What follows belongs to an exercise in optimizing a design on an open flow for small area, a short achievable clock period and few clock cycles; a production flow would make more cautious choices.
At most, simulation tests tie the RTL to the original design; equivalence was not proved.

==> flow/design.v (excerpt) <==
module taylor_sine(
    input clock,
    input reset,
    input start_in,
    input signed [11:0] x_in,
    output reg ready_out,
    output [11:0] sin_out
);
For scale: roughly 840 cells after synthesis, roughly 28 I/O pins.
clock: 10.0 ns
lec_check: 0
cap_margin: 20
core_margin: 2
core_utilization: 65
cts_buf_list: sky130_fd_sc_hd__clkbuf_4 sky130_fd_sc_hd__clkbuf_8
setup_slack_margin: 4
slew_margin: 20
run.sh (not shown) runs the stock make flow with config.mk's settings and CLKGATE_MAP_FILE= SYNTH_SCRIPT=/design/flow/synth_recipe.tcl, a recipe that flattens the netlist after the stock synthesis.
The first run completed without violations.
Edit:
CTS_BUF_LIST = sky130_fd_sc_hd__clkbuf_8   (was sky130_fd_sc_hd__clkbuf_4 sky130_fd_sc_hd__clkbuf_8)
The new run went through all stages and came out clean. Sequential share of layout area barely changes. Worst hold slack hardly moves. Global-route usage is unchanged. Worst setup slack is worse by 7.7 ps. Maximum frequency hardly moves.
No functional check of the RTL was part of any run of this note.

---

The RTL this note starts from:
==> flow/design.v <==
module taylor_sine(
    input clock,
    input reset,
    input start_in,
    input signed [11:0] x_in,
    output reg ready_out,
    output [11:0] sin_out
);
reg armed;
reg [5:1] ph;           
reg [11:0] t, n2, acc;
reg [1:0] m;
reg [5:0] b_one, b_two, b_neg;    
wire idle = ~|ph;
wire go   = idle && armed && start_in;
function in_range(input signed [11:0] v, input signed [11:0] lo, input signed [11:0] hi);
    in_range = (v >= lo) && (v <= hi);
endfunction
wire m3 = in_range(x_in, -12'sd2047, -12'sd1716) | in_range(x_in, 12'sd1449, 12'sd1715);
wire m2 = in_range(x_in, -12'sd1417, -12'sd1415) | (x_in == -12'sd1401) |
          in_range(x_in, -12'sd1399, -12'sd1384) | in_range(x_in, -12'sd1381, -12'sd1302) |
          in_range(x_in, -12'sd1292, -12'sd1290);
wire m1 = in_range(x_in, -12'sd1448, -12'sd1290) | in_range(x_in, 12'sd670, 12'sd1289);
wire [1:0] m_x = m3 ? 2'd3 : m2 ? 2'd2 : m1 ? 2'd1 : 2'd0;
wire [11:0] bnext = (idle | ph[1]) ? x_in : ph[2] ? 12'd171 : ph[3] ? n2 : 12'd51;
reg [5:0] e_one, e_two, e_neg;
reg bm1;
integer i;
always @(*) begin
    for (i = 0; i < 6; i = i + 1) begin
        bm1 = (i == 0) ? 1'b0 : bnext[2*i-1];
        e_one[i] = bnext[2*i] ^ bm1;
        e_two[i] = (bnext[2*i+1] & ~bnext[2*i] & ~bm1) | (~bnext[2*i+1] & bnext[2*i] & bm1);
        e_neg[i] = bnext[2*i+1];
    end
end
reg [21:0] r0, r1, r2, r3, r4, r5, rc, ra, rm;
reg [12:0] v, e;
reg [21:0] pp [0:5];
always @(*) begin
    for (i = 0; i < 6; i = i + 1) begin
        v = b_one[i] ? {t[11], t} : b_two[i] ? {t, 1'b0} : 13'd0;
        e = v ^ {13{b_neg[i]}};
        pp[i] = {9'd0, ~e[12], e[11:0]} << (2*i);
    end
    r0 = pp[0];
    r1 = pp[1] | {21'd0, b_neg[0]};
    r2 = pp[2] | ({21'd0, b_neg[1]} << 2);
    r3 = pp[3] | ({21'd0, b_neg[2]} << 4);
    r4 = pp[4] | ({21'd0, b_neg[3]} << 6);
    r5 = pp[5] | ({21'd0, b_neg[4]} << 8);
    ra = {acc, 10'd0};
    rm = ({20'd0, ~m} + {21'd0, b_neg[5]}) << 10;
    rc = 22'h2aa400;
end
function [43:0] csa(input [21:0] a, input [21:0] b, input [21:0] c);
    csa = {a ^ b ^ c, ((a & b) | (a & c) | (b & c)) << 1};
endfunction
wire [21:0] s1, c1, s2, c2, s3, c3, s4, c4, s5, c5, s6, c6, s7, c7;
assign {s1, c1} = csa(r0, r1, r2);
assign {s2, c2} = csa(r3, r4, r5);
assign {s3, c3} = csa(rc, ra, rm);
assign {s4, c4} = csa(s1, c1, s2);
assign {s5, c5} = csa(c2, s3, c3);
assign {s6, c6} = csa(s4, c4, s5);
assign {s7, c7} = csa(s6, c6, c5);
wire [21:0] prod = s7 + c7;
wire [11:0] res = prod[21:10];
always @(posedge clock) begin
    if (reset) begin
        ready_out <= 1'b0;
        armed <= 1'b1;
        ph <= 5'd0;
    end else begin
        ph <= {ph[4:1], go};
        if (go) begin
            ready_out <= 1'b0;
            armed <= 1'b0;
        end else if (ph[5]) begin
            ready_out <= 1'b1;
        end else if (idle && !start_in) begin
            armed <= 1'b1;
        end
    end
end
always @(posedge clock) begin
    b_one <= e_one;
    b_two <= e_two;
    b_neg <= e_neg;
    if (go) begin
        t   <= x_in;
        acc <= 12'd0;
        m   <= 2'd0;
    end
    if (ph[1]) n2 <= ~res;
    if (ph[1] | ph[2] | ph[3] | ph[4] | ph[5]) t <= res ^ {12{ph[1]}};
    if (ph[4]) begin
        acc <= x_in + t;
        m   <= m_x;
    end
end
assign sin_out = t;
endmodule
==> flow/config.mk <==
export PLATFORM = sky130hd
export DESIGN_NAME = taylor_sine
export DESIGN_NICKNAME = taylor_sine
export VERILOG_FILES = /design/flow/design.v
export SDC_FILE = /design/flow/constraint.sdc
export NUM_CORES = 4
export LEC_CHECK = 0
export CAP_MARGIN = 20
export CORE_MARGIN = 2
export CORE_UTILIZATION = 60
export SETUP_SLACK_MARGIN = 4
export SLEW_MARGIN = 20
==> flow/constraint.sdc <==
create_clock -name core_clock -period 10.0 [get_ports {clock}]
set_input_delay 2.0000 -clock core_clock [delete_from_list [all_inputs] [get_ports {clock}]]
set_output_delay 2.0000 -clock core_clock [all_outputs]
set_load 0.01 [all_outputs]
Testbench counts at the start, summed over its fixed seeds: cycles 11,192.
Edit:
--- a/flow/config.mk
+++ b/flow/config.mk
@@ -10,2 +10,2 @@
-export CORE_UTILIZATION = 60
-export SETUP_SLACK_MARGIN = 4
+export CORE_UTILIZATION = 40
+export SETUP_SLACK_MARGIN = 5
The new run went through all stages and came out clean.
Register-to-register slack is better by 0.60 ns.
Non-clock buffer count rose by 56.
Cell count rose by 14%.
Routed wire length rose by 11%.
Edit:
--- a/flow/config.mk
+++ b/flow/config.mk
@@ -11 +11 @@
-export SETUP_SLACK_MARGIN = 5
+export SETUP_SLACK_MARGIN = 4
Outcome: The new run passed the timing, DRC and antenna checks. Cell count went down by 5.3%. Setup slack degrades by 0.55 ns. First-iteration DRC count grows by 27%. Final area went down by 12%. Wire length is lower by 11%. Area after synthesis does not change.
Edit:
--- a/flow/config.mk
+++ b/flow/config.mk
@@ -11 +10,0 @@
-export SETUP_SLACK_MARGIN = 4
=>
- The new run went through all stages and came out clean
- wire length decreases slightly
- utilization went down by 0.89 points
- first-iteration DRC count goes down by about a fifth
- final area decreases slightly
- maximum frequency is lower by a few percent
- via count fell slightly
- worst setup slack is worse by 0.25 ns

## re-timing with driven ports
In the flow no input, the clock included, has a driving cell. The finished layouts below were timed again as built, in two steps.
Step 1 assumes that a clkbuf_16 drives the clock port and a buf_2 every other input.
Step 2 also shifts input and output timing later by t, the mid clock arrival at the registers, as if the neighbouring blocks saw the same clock.
a / b / c = ideal ports / drivers / drivers and shift; a / b = the first two.
| run | t, ns | setup slack, ns | slew at the worst register clock pin (ns) | worst slew at a driven data input, ns | pins driven straight from the clock port |
|---|---|---|---|---|---|
| the first run of note 1 | 0.391 | 4.709 / 4.709 / 4.709 | 0.08 / 0.08 | 0.04 | 1 |
| the second run of note 1 | 0.392 | 4.701 / 4.701 / 4.701 | 0.08 / 0.08 | 0.04 | 1 |
| the first run of note 2 | 0.370 | 4.301 / 4.301 / 4.301 | 0.06 / 0.06 | 0.03 | 1 |
| the second run of note 2 | 0.371 | 4.901 / 4.901 / 4.901 | 0.07 / 0.07 | 0.03 | 1 |
| the third run of note 2 | 0.369 | 4.348 / 4.348 / 4.348 | 0.06 / 0.06 | 0.03 | 1 |
| the fourth run of note 2 | 0.369 | 4.098 / 4.098 / 4.098 | 0.06 / 0.06 | 0.03 | 1 |
After both steps setup and hold are still met in every run listed.
